From an optimization exercise on the open Yosys and OpenROAD flow, aimed at small area and a short achievable clock period; shortcuts taken in it are not production practice.
Function was checked by simulation only, so behaviour that the tests miss may differ from the original.
Power and IR drop assume default switching activity.

==> flow/design.v <==
module bist #(
  parameter int size   = 6,
  parameter int length = 8
) (
  input  logic              start,
  input  logic              rst,
  input  logic              clk,
  input  logic              csin,
  input  logic              rwbarin,
  input  logic              opr,
  input  logic [size-1:0]   address,
  input  logic [length-1:0] datain,
  output logic [length-1:0] dataout,
  output logic              fail
);
  logic             NbarT;              
  logic             nrm;                
  logic [9:0]       q;
  logic             cout;
  logic [7:0]       tlo_n, thi_n;       
  logic             wt;                 
  logic             endt;               
  logic             kt;                 
  logic [63:0][7:0] ram;                
  logic [7:0]       rd_n;               
  logic [7:0]       rd_t;               
  logic             s63;                
  logic [7:0] data_t;
  always_comb begin
    case (q[9:7])
      3'd0: data_t = 8'hAA;
      3'd1: data_t = 8'h55;
      3'd2: data_t = 8'hF0;
      3'd3: data_t = 8'h0F;
      3'd4: data_t = 8'h00;
      3'd5: data_t = 8'hFF;
      3'd6: data_t = 8'h33;
      default: data_t = 8'hCC;
    endcase
  end
  logic [7:0] d;
  logic       we;
  assign d  = nrm ? datain : data_t;
  assign we = wt | (nrm & csin & ~rwbarin);
  logic       mode_next, cout_next;
  logic [9:0] q_next, q_next1;
  always_comb begin
    if (rst) mode_next = 1'b0;
    else if (!NbarT) mode_next = start;
    else if (cout) mode_next = 1'b0;
    else mode_next = 1'b1;
    q_next    = NbarT ? q + 10'd1 : 10'd0;
    q_next1   = q_next + 10'd1;
    cout_next = NbarT && (q == 10'h3FF);
  end
  logic to_n, to_t;
  assign to_n = rst | endt | (nrm & ~start);
  assign to_t = ~rst & kt;
  logic gn, gt, byn, byt;
  assign gn  = ~we & to_n;
  assign gt  = ~we & to_t;
  assign byn = we & to_n;
  assign byt = we & to_t;
  logic [5:0] an;                       
  for (genvar k = 0; k < 6; k++) begin : g_lit
    inv u_an (.a(address[k]), .y(an[k]));
  end
  logic [7:0] mlo_n, mhi_n;             
  for (genvar j = 0; j < 8; j++) begin : g_match
    nand4 u_ml (.a(nrm), .b(j[0] ? address[0] : an[0]), .c(j[1] ? address[1] : an[1]),
                .d(j[2] ? address[2] : an[2]), .y(mlo_n[j]));
    nand4 u_mh (.a(nrm), .b(j[0] ? address[3] : an[3]), .c(j[1] ? address[4] : an[4]),
                .d(j[2] ? address[5] : an[5]), .y(mhi_n[j]));
  end
  logic [15:0] lo_r, lo_w;              
  logic       gn_n, gt_n, we_n;
  assign gn_n = ~gn;
  assign gt_n = ~gt;
  assign we_n = ~we;
  logic [7:0] hin, hit, hiw;
  for (genvar j = 0; j < 8; j++) begin : g_sel
    nand2 u_r0 (.a(mlo_n[j]), .b(tlo_n[j]), .y(lo_r[j]));
    nand2 u_r1 (.a(mlo_n[j]), .b(tlo_n[j]), .y(lo_r[8+j]));
    nand2 u_w0 (.a(mlo_n[j]), .b(tlo_n[j]), .y(lo_w[j]));
    nand2 u_w1 (.a(mlo_n[j]), .b(tlo_n[j]), .y(lo_w[8+j]));
    aoi21 u_hn (.a(mhi_n[j]), .b(thi_n[j]), .c(gn_n), .y(hin[j]));
    aoi21 u_ht (.a(mhi_n[j]), .b(thi_n[j]), .c(gt_n), .y(hit[j]));
    aoi21 u_hw (.a(mhi_n[j]), .b(thi_n[j]), .c(we_n), .y(hiw[j]));
  end
  logic [63:0] de, den;
  for (genvar w = 0; w < 64; w++) begin : g_de
    and2  u_de  (.a(hiw[w/8]), .b(lo_w[(w/32)*8 + w%8]), .y(de[w]));
    nand2 u_den (.a(hiw[w/8]), .b(lo_w[(w/32)*8 + w%8]), .y(den[w]));
  end
  logic [63:0][7:0] ram_d;
  for (genvar w = 0; w < 64; w++) begin : g_hold
    for (genvar b = 0; b < 8; b++) begin : g_bit
      hold u_h (.s(de[w]), .sn(den[w]), .d(d[b]), .q(ram[w][b]), .y(ram_d[w][b]));
    end
  end
  always_ff @(posedge clk) ram <= ram_d;
  logic [7:0] grp [0:7];
  for (genvar i = 0; i < 8; i++) begin : g_grp
    for (genvar b = 0; b < 8; b++) begin : g_bit
      ao8 u_ao (.s(lo_r[(i/4)*8 +: 8]),
                .m({ram[8*i+7][b], ram[8*i+6][b], ram[8*i+5][b], ram[8*i+4][b],
                    ram[8*i+3][b], ram[8*i+2][b], ram[8*i+1][b], ram[8*i][b]}),
                .y(grp[i][b]));
    end
  end
  logic [7:0] rn_next, rt_next, bn;
  always_comb begin
    bn = d & {8{byn}};
  end
  for (genvar b = 0; b < 8; b++) begin : g_rd
    ao8b u_n (.s(hin),
              .m({grp[7][b], grp[6][b], grp[5][b], grp[4][b],
                  grp[3][b], grp[2][b], grp[1][b], grp[0][b]}),
              .b(bn[b]), .y(rn_next[b]));
    ao8  u_t (.s(hit),
              .m({grp[7][b], grp[6][b], grp[5][b], grp[4][b],
                  grp[3][b], grp[2][b], grp[1][b], grp[0][b]}),
              .y(rt_next[b]));
  end
  always_ff @(posedge clk) begin
    NbarT <= mode_next;
    nrm   <= ~mode_next;
    q     <= q_next;
    cout  <= cout_next;
    wt    <= mode_next & ~q_next[6];
    endt  <= mode_next & cout_next;
    kt    <= mode_next & ~cout_next & q_next1[6];
    for (int j = 0; j < 8; j++) begin
      tlo_n[j] <= !(mode_next && (q_next[2:0] == j[2:0]));
      thi_n[j] <= !(mode_next && (q_next[5:3] == j[2:0]));
    end
    rd_n <= rn_next;
    rd_t   <= rt_next;
    s63    <= byt;
  end
  logic [7:0] on, rd_t_n, w63_n;
  for (genvar b = 0; b < 8; b++) begin : g_out
    inv   u_i (.a(rd_t[b]), .y(rd_t_n[b]));
    nand2 u_w (.a(s63), .b(ram[63][b]), .y(w63_n[b]));
    nand3 u_a (.a(csin), .b(rwbarin), .c(rd_n[b]), .y(on[b]));
    nand3 u_o (.a(on[b]), .b(rd_t_n[b]), .c(w63_n[b]), .y(dataout[b]));
  end
  logic [7:0] test_out;                 
  assign test_out = rd_t | (ram[63] & {8{s63}});
  always_ff @(posedge clk) begin
    if (rst) fail <= 1'b0;
    else if (opr && NbarT && (rwbarin || q[6]) && (test_out != data_t)) fail <= 1'b1;
  end
endmodule
module inv (input logic a, output logic y);
  assign y = ~a;
endmodule
module aoi21 (input logic a, b, c, output logic y);
  assign y = ~((a & b) | c);
endmodule
module ao8 (
  input  logic [7:0] s,
  input  logic [7:0] m,
  output logic       y
);
  assign y = |(s & m);
endmodule
module ao8b (
  input  logic [7:0] s,
  input  logic [7:0] m,
  input  logic       b,
  output logic       y
);
  logic [3:0] x;
  aoi22  u_x0 (.a(s[0]), .b(m[0]), .c(s[1]), .d(m[1]), .y(x[0]));
  aoi22  u_x1 (.a(s[2]), .b(m[2]), .c(s[3]), .d(m[3]), .y(x[1]));
  aoi22  u_x2 (.a(s[4]), .b(m[4]), .c(s[5]), .d(m[5]), .y(x[2]));
  aoi221 u_x3 (.a(s[6]), .b(m[6]), .c(s[7]), .d(m[7]), .e(b), .y(x[3]));
  nand4  u_y  (.a(x[0]), .b(x[1]), .c(x[2]), .d(x[3]), .y(y));
endmodule
module aoi22 (input logic a, b, c, d, output logic y);
  assign y = ~((a & b) | (c & d));
endmodule
module aoi221 (input logic a, b, c, d, e, output logic y);
  assign y = ~((a & b) | (c & d) | e);
endmodule
module nand4 (input logic a, b, c, d, output logic y);
  assign y = ~(a & b & c & d);
endmodule
module and2 (input logic a, b, output logic y);
  assign y = a & b;
endmodule
module nand3 (input logic a, b, c, output logic y);
  assign y = ~(a & b & c);
endmodule
module hold (input logic s, sn, d, q, output logic y);
  assign y = (s & d) | (sn & q);
endmodule
module nand2 (input logic a, b, output logic y);
  assign y = ~(a & b);
endmodule
export LEC_CHECK = 0
export CAP_MARGIN = 20
export CORE_MARGIN = 2
export CORE_UTILIZATION = 40
export CTS_CLUSTER_DIAMETER = 80
export CTS_CLUSTER_SIZE = 24
export SETUP_SLACK_MARGIN = 2.27
export SLEW_MARGIN = 20
export SYNTH_HIERARCHICAL = 1
export SYNTH_MINIMUM_KEEP_SIZE = 0
create_clock -name core_clock -period 4.5 [get_ports {clk}]
standard.sh (not shown) runs the stock make flow with config.mk's settings and CLKGATE_MAP_FILE= SYNTH_SCRIPT=/design/flow/synth_recipe.tcl, a recipe that flattens the netlist after the stock synthesis.
==> flow/flow/run.sh <==
#!/bin/bash
# Layout flow: the standard flow (standard.sh), with two changes after
# the standard synthesis:
#  - the port buffers are plain buffers (buf_4) instead of the delay cells
#    buffer_ports picks by default;
#  - the delay cells are not used by repair, so no path gets a delay cell
#    as a buffer.
# Each step's output goes to a log of its own in this folder (ORFS also
# keeps its per-step logs under orfs/logs).
set -euo pipefail

bash standard.sh synth > synth.log 2>&1

export BUFFER_PORTS_ARGS="-buffer_cell sky130_fd_sc_hd__buf_4"
export DONT_USE_CELLS="sky130_fd_sc_hd__dlygate4sd1_1 sky130_fd_sc_hd__dlygate4sd2_1 sky130_fd_sc_hd__dlygate4sd3_1 sky130_fd_sc_hd__clkdlybuf4s15_1 sky130_fd_sc_hd__clkdlybuf4s15_2 sky130_fd_sc_hd__clkdlybuf4s18_1 sky130_fd_sc_hd__clkdlybuf4s18_2 sky130_fd_sc_hd__clkdlybuf4s25_1 sky130_fd_sc_hd__clkdlybuf4s25_2 sky130_fd_sc_hd__clkdlybuf4s50_1 sky130_fd_sc_hd__clkdlybuf4s50_2 sky130_fd_sc_hd__dlymetal6s2s_1 sky130_fd_sc_hd__dlymetal6s4s_1 sky130_fd_sc_hd__dlymetal6s6s_1"

bash standard.sh floorplan > floorplan.log 2>&1
bash standard.sh place > place.log 2>&1
bash standard.sh cts > cts.log 2>&1
bash standard.sh route > route.log 2>&1
bash standard.sh finish > finish.log 2>&1
Next try:
--- a/flow/design.v
+++ b/flow/design.v
@@ -15,6 +15,7 @@
 );
   logic             NbarT;              
   logic             nrm;                
+  logic             nrm_l, nrm_h;       
   logic [9:0]       q;
   logic             cout;
   logic [7:0]       tlo_n, thi_n;       
@@ -25,19 +26,19 @@
   logic [7:0]       rd_n;               
   logic [7:0]       rd_t;               
   logic             s63;                
+  function automatic logic [7:0] pattern(input logic [2:0] p);
+    case (p)
+      3'd0: pattern = 8'hAA;
+      3'd1: pattern = 8'h55;
+      3'd2: pattern = 8'hF0;
+      3'd3: pattern = 8'h0F;
+      3'd4: pattern = 8'h00;
+      3'd5: pattern = 8'hFF;
+      3'd6: pattern = 8'h33;
+      default: pattern = 8'hCC;
+    endcase
+  endfunction
   logic [7:0] data_t;
-  always_comb begin
-    case (q[9:7])
-      3'd0: data_t = 8'hAA;
-      3'd1: data_t = 8'h55;
-      3'd2: data_t = 8'hF0;
-      3'd3: data_t = 8'h0F;
-      3'd4: data_t = 8'h00;
-      3'd5: data_t = 8'hFF;
-      3'd6: data_t = 8'h33;
-      default: data_t = 8'hCC;
-    endcase
-  end
   logic [7:0] d;
   logic       we;
   assign d  = nrm ? datain : data_t;
@@ -65,11 +66,14 @@
   for (genvar k = 0; k < 6; k++) begin : g_lit
     inv u_an (.a(address[k]), .y(an[k]));
   end
+  logic nrm_l_d, nrm_h_d;
+  inv u_nl (.a(mode_next), .y(nrm_l_d));
+  inv u_nh (.a(mode_next), .y(nrm_h_d));
   logic [7:0] mlo_n, mhi_n;             
   for (genvar j = 0; j < 8; j++) begin : g_match
-    nand4 u_ml (.a(nrm), .b(j[0] ? address[0] : an[0]), .c(j[1] ? address[1] : an[1]),
+    nand4 u_ml (.a(nrm_l), .b(j[0] ? address[0] : an[0]), .c(j[1] ? address[1] : an[1]),
                 .d(j[2] ? address[2] : an[2]), .y(mlo_n[j]));
-    nand4 u_mh (.a(nrm), .b(j[0] ? address[3] : an[3]), .c(j[1] ? address[4] : an[4]),
+    nand4 u_mh (.a(nrm_h), .b(j[0] ? address[3] : an[3]), .c(j[1] ? address[4] : an[4]),
                 .d(j[2] ? address[5] : an[5]), .y(mhi_n[j]));
   end
   logic [15:0] lo_r, lo_w;              
@@ -136,6 +140,9 @@
     end
     rd_n <= rn_next;
     rd_t   <= rt_next;
+    data_t <= pattern(q_next[9:7]);
+    nrm_l  <= nrm_l_d;
+    nrm_h  <= nrm_h_d;
     s63    <= byt;
   end
   logic [7:0] on, rd_t_n, w63_n;
- sequential power went up by about 1%
- clock skew came out higher by 9.8 ps
- routed wire length increases by 0.92%
- combinational power stays flat
- non-clock buffer count is lower by 23
- worst setup slack is worse by 17 ps
- critical path depth does not change
- area after synthesis rose by about 0.7%
- first-iteration DRC count fell by about 15%
- sequential share of layout area came out higher by 0.58 points

## port drivers added, routing unchanged
The results above use ideal ports. As a check the final layouts listed here were re-extracted and re-timed, cells and wires unchanged.
Step 1, drivers: a clkbuf_16 drives clk and a buf_2 each remaining input, both assumed.
Step 2 times the ports against the registers' clock, not the clock port: input delays grow and output delays shrink by t, the midpoint of the rising clock arrivals with the driver on.
a / b / c = no drivers / after step 1 / after step 2; a / b = the first two.
run	shift t [ns]	setup WS [ns]	cell pins on the clock port's net
the first run	0.660	2.166 / 2.116 / 1.607	1
the second run	0.681	2.149 / 2.022 / 1.593	1
After both steps setup and hold are still met in every run listed. For the first run, which loses most, drivers alone change the setup slack by -0.050 ns; drivers and shift together by -0.559 ns.
